Source: an optimization exercise on an open RTL-to-GDS flow (aim: small area, a short achievable clock period and few clock cycles). Production flows keep margins and buffers that such runs may drop. Where RTL was checked, it was by simulation tests only, not by an equivalence proof against the original.

==> run E: inputs <==
==> flow/design.v <==
module JAM (
input CLK,
input RST,
output reg [2:0] W,
output reg [2:0] J,
input [6:0] Cost,
output reg [3:0] MatchCount,
output reg [9:0] MinCost,
output reg Valid );
localparam S_SCAN  = 3'd0;
localparam S_TRANS = 3'd1;
localparam S_UPD   = 3'd2;
localparam S_AUG   = 3'd3;
localparam S_BMP   = 3'd4;
localparam S_DFS   = 3'd5;
localparam S_IDLE  = 3'd6;
reg [2:0] st;
reg [2:0] i;                  
reg [6:0] uq [0:7];           
reg [6:0] nv [0:7];           
reg [6:0] m  [0:7];           
reg [7:0] minf;               
reg [2:0] way [0:7];          
reg [2:0] p  [0:7];           
reg [7:0] pv;                 
reg [7:0] used;               
reg [63:0] bm;                
reg [7:0] a;                  
reg [9:0] s;                  
reg [6:0] mj;                 
reg       mjinf;
reg [6:0] bestm;
reg       bestinf;
reg [2:0] bestj;
reg [3:0] f;                  
function [3:0] first_zero;    
	input [7:0] msk;
	input [3:0] lo;
	integer k;
	begin
		first_zero = 4'd0;
		for (k = 7; k >= 0; k = k - 1)
			if (!msk[k] && k >= lo)
				first_zero = {1'b1, k[2:0]};
	end
endfunction
function [3:0] first_one;
	input [7:0] msk;
	integer k;
	begin
		first_one = 4'd0;
		for (k = 7; k >= 0; k = k - 1)
			if (msk[k])
				first_one = {1'b1, k[2:0]};
	end
endfunction
wire [9:0] key  = {3'd0, Cost} + s;
wire       kfin = (key[9:7] == 3'd0);
wire       klt  = key[6:0] < mj;
wire       kltb = key[6:0] < bestm;
wire       kupd = kfin & (mjinf | klt);
wire       better = kupd ? (bestinf | kltb) : (~mjinf & (bestinf | (mj < bestm)));
wire [3:0] nxt  = first_zero(used, {1'b0, J} + 4'd1);
wire [7:0] usedb = used | (8'd1 << bestj);
wire [3:0] fzb  = first_zero(usedb, 4'd0);
wire [3:0] fou  = first_one(used);
wire [7:0] anew = {1'b0, uq[bestj]} - {1'b0, bestm};
wire [3:0] jn   = first_one(used & ~(8'd1 << J));
wire [6:0] diff = bestm - mj;
wire [2:0] wr = way[J];
reg  [2:0] nxc;
integer k;
always @(*) begin
	nxc = 3'd0;
	for (k = 0; k < 8; k = k + 1)
		if (pv[k] && p[k] == wr)
			nxc = k[2:0];
end
wire [2:0] in1 = i + 3'd1;
wire [7:0] row  = bm[{W, 3'd0} +: 8];
wire [7:0] ge   = 8'hff << f[2:0];
wire [7:0] cand = row & ~used & (f[3] ? 8'd0 : ge);
wire [3:0] c1   = first_one(cand);
wire [2:0] Wm1  = W - 3'd1;
wire [2:0] sp   = way[Wm1];
reg  [2:0] nidx;
reg  [2:0] qidx;
reg  [7:0] sub;
always @(*) begin
	nidx = nxt[2:0];
	qidx = in1;
	sub = a;
	case (st)
	S_SCAN:  begin nidx = nxt[2:0]; sub = a; end
	S_TRANS: begin nidx = pv[bestj] ? fzb[2:0] : fou[2:0]; sub = pv[bestj] ? anew : 8'd0; end
	S_UPD:   begin nidx = jn[2:0];  sub = 8'd0; end
	S_AUG:   begin nidx = 3'd0;     qidx = 3'd0; sub = (i != 3'd7) ? 8'd0 : (J == 3'd0) ? {1'b0, bestm} : {1'b0, uq[0]}; end
	default: begin nidx = J + 3'd1; qidx = (J == 3'd7) ? in1 : i; sub = {1'b0, uq[qidx]}; end
	endcase
end
wire [6:0] nport = nv[nidx];
wire [6:0] mport = m[nidx];
wire [9:0] snext = {3'd0, nport} - {{2{sub[7]}}, sub};
always @(posedge CLK or posedge RST) begin
	if (RST) begin
		st <= S_SCAN;
		i <= 3'd0;
		W <= 3'd0;
		J <= 3'd0;
		a <= 8'd0;
		s <= 10'd0;
		mj <= 7'd0;
		mjinf <= 1'b1;
		minf <= 8'hff;
		bestinf <= 1'b1;
		bestm <= 7'd0;
		bestj <= 3'd0;
		used <= 8'd0;
		pv <= 8'd0;
		f <= 4'd0;
		for (k = 0; k < 8; k = k + 1)
			nv[k] <= 7'd0;
		MinCost <= 10'd0;
		MatchCount <= 4'd0;
		Valid <= 1'b0;
	end else begin
		case (st)
		S_SCAN: begin
			if (kupd) begin
				m[J] <= key[6:0];
				minf[J] <= 1'b0;
				way[J] <= W;
			end
			if (better) begin
				bestm <= kupd ? key[6:0] : mj;
				bestj <= J;
				bestinf <= 1'b0;
			end
			if (nxt[3]) begin
				J <= nxt[2:0];
				s <= snext;
				mj <= mport;
				mjinf <= minf[nxt[2:0]];
			end else
				st <= S_TRANS;
		end
		S_TRANS: begin
			bestinf <= 1'b1;
			if (pv[bestj]) begin
				a <= anew;
				used[bestj] <= 1'b1;
				W <= p[bestj];
				J <= fzb[2:0];
				s <= snext;
				mj <= mport;
				mjinf <= minf[fzb[2:0]];
				st <= S_SCAN;
			end else begin
				MinCost <= MinCost + {3'd0, bestm};
				if (fou[3]) begin
					J <= fou[2:0];
					s <= snext;
					mj <= mport;
					st <= S_UPD;
				end else begin
					J <= bestj;
					st <= S_AUG;
				end
			end
		end
		S_UPD: begin
			nv[J] <= s[6:0] + diff;
			uq[J] <= uq[J] + diff;
			used[J] <= 1'b0;
			if (jn[3]) begin
				J <= jn[2:0];
				s <= snext;
				mj <= mport;
			end else begin
				J <= bestj;
				st <= S_AUG;
			end
		end
		S_AUG: begin
			p[J] <= wr;
			pv[J] <= 1'b1;
			if (wr == i) begin
				uq[J] <= bestm;
				minf <= 8'hff;
				mjinf <= 1'b1;
				a <= 8'd0;
				J <= 3'd0;
				s <= snext;
				if (i == 3'd7) begin
					i <= 3'd0;
					W <= (J == 3'd0) ? wr : p[0];
					st <= S_BMP;
				end else begin
					i <= i + 3'd1;
					W <= i + 3'd1;
					st <= S_SCAN;
				end
			end else begin
				uq[J] <= uq[nxc];
				J <= nxc;
			end
		end
		S_BMP: begin
			bm[{i, J}] <= (key == 10'd0);
			J <= J + 3'd1;
			s <= snext;
			if (J == 3'd7) begin
				i <= in1;
				W <= p[in1];
				if (i == 3'd7) begin
					W <= 3'd0;
					f <= 4'd0;
					st <= S_DFS;
				end
			end
		end
		S_DFS: begin
			if (c1[3] && W != 3'd7) begin
				way[W] <= c1[2:0];
				used[c1[2:0]] <= 1'b1;
				W <= W + 3'd1;
				f <= 4'd0;
			end else begin
				if (c1[3])
					MatchCount <= MatchCount + 4'd1;
				if (W == 3'd0) begin
					Valid <= 1'b1;
					st <= S_IDLE;
				end else begin
					W <= Wm1;
					used[sp] <= 1'b0;
					f <= {1'b0, sp} + 4'd1;
				end
			end
		end
		default: ;
		endcase
	end
end
endmodule
==> flow/run.sh <==
#!/bin/bash
# synth_recipe.tcl (not shown) runs the flow's synth.tcl, then flattens the netlist and writes it again
# the make line also repeats each setting of config.mk as NAME=value (left out here)
make -C /OpenROAD-flow-scripts/flow DESIGN_CONFIG=/design/flow/config.mk WORK_HOME=/design/flow/orfs CLKGATE_MAP_FILE= SYNTH_SCRIPT=/design/flow/synth_recipe.tcl finish
==> flow/config.mk <==
export PLATFORM = sky130hd
export DESIGN_NAME = JAM
export DESIGN_NICKNAME = JAM
export VERILOG_FILES = /design/flow/design.v
export SDC_FILE = /design/flow/constraint.sdc
export NUM_CORES = 4
export LEC_CHECK = 0
export CAP_MARGIN = 20
export CORE_MARGIN = 2
export CORE_UTILIZATION = 40
export PLACE_DENSITY = 0.6
export SLEW_MARGIN = 20
==> flow/constraint.sdc <==
create_clock -name core_clock -period 5.0 [get_ports {CLK}]
set_input_delay 1.0000 -clock core_clock [delete_from_list [all_inputs] [get_ports {CLK}]]
set_output_delay 1.0000 -clock core_clock [all_outputs]
set_load 0.01 [all_outputs]
==> run P: changes against run E <==
==> flow/design.v, changed modules only <==
module JAM (
input CLK,
input RST,
output reg [2:0] W,
output reg [2:0] J,
input [6:0] Cost,
output reg [3:0] MatchCount,
output reg [9:0] MinCost,
output reg Valid );
localparam S_SCAN  = 3'd0;
localparam S_TRANS = 3'd1;
localparam S_UPD   = 3'd2;
localparam S_AUG   = 3'd3;
localparam S_CNT   = 3'd4;
localparam S_IDLE  = 3'd5;
reg [2:0] st;
reg [2:0] i;                  
reg [6:0] uq [0:7];           
reg [6:0] nv [0:7];           
reg [6:0] m  [0:7];           
reg [7:0] minf;               
reg [2:0] way [0:7];          
reg [2:0] p  [0:7];           
reg [7:0] pv;                 
reg [7:0] used;               
reg [63:0] bm;                
reg [7:0] rdy;                
reg [2:0] lv;                 
reg [7:0] a;                  
reg [9:0] s;                  
reg [6:0] mj;                 
reg       mjinf;
reg [6:0] bestm;
reg       bestinf;
reg [2:0] bestj;
reg [7:0] fm;                 
function [3:0] first_zero;    
	input [7:0] msk;
	input [3:0] lo;
	integer k;
	begin
		first_zero = 4'd0;
		for (k = 7; k >= 0; k = k - 1)
			if (!msk[k] && k >= lo)
				first_zero = {1'b1, k[2:0]};
	end
endfunction
function amo;                 
	input [7:0] x;
	reg [3:0] a2, o2;
	reg a4l, a4h, o4l, o4h;
	begin
		a2 = {~(x[7] & x[6]), ~(x[5] & x[4]), ~(x[3] & x[2]), ~(x[1] & x[0])};
		o2 = {x[7] | x[6], x[5] | x[4], x[3] | x[2], x[1] | x[0]};
		a4h = a2[3] & a2[2] & ~(o2[3] & o2[2]);
		a4l = a2[1] & a2[0] & ~(o2[1] & o2[0]);
		o4h = o2[3] | o2[2];
		o4l = o2[1] | o2[0];
		amo = a4h & a4l & ~(o4h & o4l);
	end
endfunction
function [3:0] first_one;
	input [7:0] msk;
	integer k;
	begin
		first_one = 4'd0;
		for (k = 7; k >= 0; k = k - 1)
			if (msk[k])
				first_one = {1'b1, k[2:0]};
	end
endfunction
wire [9:0] key  = {3'd0, Cost} + s;
wire       kfin = (key[9:7] == 3'd0);
wire       klt  = key[6:0] < mj;
wire       kltb = key[6:0] < bestm;
wire       kupd = kfin & (mjinf | klt);
wire       better = kupd ? (bestinf | kltb) : (~mjinf & (bestinf | (mj < bestm)));
wire [3:0] nxt  = first_zero(used, {1'b0, J} + 4'd1);
wire [7:0] usedb = used | (8'd1 << bestj);
wire [3:0] fzb  = first_zero(usedb, 4'd0);
wire [3:0] fou  = first_one(used);
wire [7:0] anew = {1'b0, uq[bestj]} - {1'b0, bestm};
wire [3:0] jn   = first_one(used & ~(8'd1 << J));
wire [6:0] diff = bestm - mj;
wire [2:0] wr = way[J];
reg  [2:0] nxc;
integer k;
always @(*) begin
	nxc = 3'd0;
	for (k = 0; k < 8; k = k + 1)
		if (pv[k] && p[k] == wr)
			nxc = k[2:0];
end
wire [2:0] in1 = i + 3'd1;
wire [3:0] jp1 = {1'b0, J} + 4'd1;
wire [3:0] jnb = (jp1 == {1'b0, i}) ? jp1 + 4'd1 : jp1;    
wire       rowend = jnb[3];
wire [2:0] jfirst = (in1 == 3'd0) ? 3'd1 : 3'd0;           
reg  [63:0] bmw;
reg  [7:0] bad;               
reg  [7:0] fr;
integer q;
wire [7:0] deeper = 8'hfe << lv;
always @(*) begin
	bmw = bm;
	for (q = 0; q < 8; q = q + 1)
		bmw[q * 9] = 1'b1;
	bad = 8'd0;
	for (q = 0; q < 8; q = q + 1) begin
		fr = bmw[q * 8 +: 8] & ~used;
		if (deeper[q] && rdy[q] && amo(fr))
			bad = bad | fr | {8{fr == 8'd0}};
	end
end
wire [7:0] row  = bmw[{lv, 3'd0} +: 8];
wire [7:0] cand = row & ~used & fm & ~bad;
wire [3:0] c1   = first_one(cand);
wire [2:0] lm1  = lv - 3'd1;
wire [2:0] sp   = way[lm1];
wire       trmode   = (st == S_TRANS) | ((st == S_SCAN) & ~nxt[3]);
wire       do_trans = (st == S_TRANS) | ((st == S_SCAN) & ~nxt[3] & ~better & ~bestinf);
reg  [2:0] nidx;
reg  [2:0] qidx;
reg  [7:0] sub;
always @(*) begin
	nidx = nxt[2:0];
	qidx = in1;
	sub = a;
	case (trmode ? S_TRANS : st)
	S_SCAN:  begin nidx = nxt[2:0]; sub = a; end
	S_TRANS: begin nidx = pv[bestj] ? fzb[2:0] : fou[2:0]; sub = pv[bestj] ? anew : 8'd0; end
	S_UPD:   begin nidx = jn[2:0];  sub = 8'd0; end
	S_AUG:   begin nidx = (i == 3'd7) ? 3'd1 : 3'd0;     qidx = 3'd0; sub = (i != 3'd7) ? 8'd0 : (J == 3'd0) ? {1'b0, bestm} : {1'b0, uq[0]}; end
	default: begin nidx = rowend ? jfirst : jnb[2:0]; qidx = rowend ? in1 : i; sub = {1'b0, uq[qidx]}; end
	endcase
end
wire [6:0] nport = pv[nidx] ? nv[nidx] : 7'd0;    
wire [6:0] mport = m[nidx];
wire [9:0] snext = {3'd0, nport} - {{2{sub[7]}}, sub};
always @(posedge CLK or posedge RST) begin
	if (RST) begin
		st <= S_SCAN;
		i <= 3'd0;
		W <= 3'd0;
		J <= 3'd0;
		a <= 8'd0;
		s <= 10'd0;
		mj <= 7'd0;
		mjinf <= 1'b1;
		minf <= 8'hff;
		bestinf <= 1'b1;
		bestm <= 7'd0;
		bestj <= 3'd0;
		used <= 8'd0;
		pv <= 8'd0;
		fm <= 8'hff;
		rdy <= 8'd0;
		lv <= 3'd0;
		MinCost <= 10'd0;
		MatchCount <= 4'd0;
		Valid <= 1'b0;
	end else begin
		case (st)
		S_SCAN: begin
			if (kupd) begin
				m[J] <= key[6:0];
				minf[J] <= 1'b0;
				way[J] <= W;
			end
			if (better) begin
				bestm <= kupd ? key[6:0] : mj;
				bestj <= J;
				bestinf <= 1'b0;
			end
			if (nxt[3]) begin
				J <= nxt[2:0];
				s <= snext;
				mj <= mport;
				mjinf <= minf[nxt[2:0]];
			end else if (better | bestinf)
				st <= S_TRANS;
		end
		S_UPD: begin
			nv[J] <= s[6:0] + diff;
			uq[J] <= uq[J] + diff;
			used[J] <= 1'b0;
			if (jn[3]) begin
				J <= jn[2:0];
				s <= snext;
				mj <= mport;
			end else begin
				J <= bestj;
				st <= S_AUG;
			end
		end
		S_AUG: begin
			p[J] <= wr;
			pv[J] <= 1'b1;
			if (!pv[J])
				nv[J] <= 7'd0;                 
			if (wr == i) begin
				uq[J] <= bestm;
				minf <= 8'hff;
				mjinf <= 1'b1;
				a <= 8'd0;
				s <= snext;
				if (i == 3'd7) begin
					i <= 3'd0;
					J <= 3'd1;
					W <= (J == 3'd0) ? wr : p[0];
					st <= S_CNT;
				end else begin
					i <= i + 3'd1;
					J <= 3'd0;
					W <= i + 3'd1;
					st <= S_SCAN;
				end
			end else begin
				uq[J] <= uq[nxc];
				J <= nxc;
			end
		end
		S_CNT: begin
			if (!rdy[7]) begin
				bm[{i, J}] <= (key == 10'd0);
				s <= snext;
				if (rowend) begin
					rdy[i] <= 1'b1;
					J <= jfirst;
					i <= in1;
					W <= p[in1];
				end else
					J <= jnb[2:0];
			end
			if (rdy[lv]) begin
				if (c1[3] && lv != 3'd7) begin
					way[lv] <= c1[2:0];
					used[c1[2:0]] <= 1'b1;
					lv <= lv + 3'd1;
					fm <= 8'hff;
				end else begin
					if (c1[3])
						MatchCount <= MatchCount + 4'd1;
					if (lv == 3'd0) begin
						Valid <= 1'b1;
						st <= S_IDLE;
					end else begin
						lv <= lm1;
						used[sp] <= 1'b0;
						fm <= 8'hfe << sp;
					end
				end
			end
		end
		default: ;
		endcase
		if (do_trans) begin
			bestinf <= 1'b1;
			if (pv[bestj]) begin
				a <= anew;
				used[bestj] <= 1'b1;
				W <= p[bestj];
				J <= fzb[2:0];
				s <= snext;
				if (st == S_SCAN && fzb[2:0] == J && kupd) begin
					mj <= key[6:0];            
					mjinf <= 1'b0;
				end else begin
					mj <= mport;
					mjinf <= minf[fzb[2:0]];
				end
				st <= S_SCAN;
			end else begin
				MinCost <= MinCost + {3'd0, bestm};
				if (fou[3]) begin
					J <= fou[2:0];
					s <= snext;
					mj <= mport;
					st <= S_UPD;
				end else begin
					J <= bestj;
					st <= S_AUG;
				end
			end
				end
	end
end
endmodule
SETUP_SLACK_MARGIN = 0.3   (was default)
==> comparison table <==
Run status: run P failed layout checks; run E no timing/DRC/antenna violations
Reasons for failing layout checks: run P negative setup slack; run E -
Final design instance area without fill: run P 30900 um^2; run E 26700 um^2
Area growth, synth to finish: run P 25.1%; run E 15.5%
Max_slew headroom: run P 30.2%; run E 28.2%
Endpoint arrival time on the critical path: run P 5.90 ns; run E 5.28 ns
Post-synthesis cell type count: run P 108; run E 101
Met2 track utilization from global routing: run P 43.9%; run E 42.1%
Final-layout non-clock buffer area share: run P 11.7%; run E 5.91%
Worst clock skew: run P 0.0273 ns; run E 0.0330 ns
Syn Std Cell Area: run P 24700 um^2; run E 23100 um^2
Final Cycle Share: run P 108%; run E 96.5%
Clock insertion delay at the later pin of the skew report: run P 0.61 ns; run E 0.60 ns
Antenna Cells: run P 2; run E 0
Routing usage on met1: run P 44.2%; run E 32.9%
Worst path required time: run P 5.49 ns; run E 5.45 ns
Sum Neg Setup Slack: run P -1.04 ns; run E 0 ns
Number of sequential storage elements: run P 379; run E 371
Sink of the worst hold path: run P MinCost[9]; run E MatchCount[3]
Register bit total from synthesis: run P 379; run E 371
Most frequent cell after synthesis: run P sky130_fd_sc_hd__edfxtp_1; run E sky130_fd_sc_hd__nand2_1
Testbench counts of run P, summed over its fixed seeds: cycles 3,065.
Function not checked in run E: the RTL went through the layout flow alone.

[static timing again, ports no longer ideal]
In the flow no input, the clock included, has a driving cell. The finished layouts below were timed again as built, in two steps.
Step 1 assumes that a clkbuf_16 drives the clock port and a buf_2 every other input.
Step 2 moves the port delays by t, midway between the first and last clock arrival at a register: inputs arrive t later, outputs are due t later. That takes back most of the time a late clock gives input paths.
Slacks: ideal / step 1 / step 2; pairs: ideal / step 1.
run | t (ns) | slack for setup (ns) | worst setup path after step 2 | clock arrival spread, ns
run E | 0.644 | 0.175 / 0.175 / -0.114 | input to register | 0.036 / 0.036
run P | 0.657 | -0.405 / -0.405 / -0.405 | register to register | 0.029 / 0.029
Met with ideal ports but missed after step 2: setup timing in run E. For run E, which loses most, drivers alone change the setup slack by 0.000 ns; drivers and shift together by -0.289 ns.
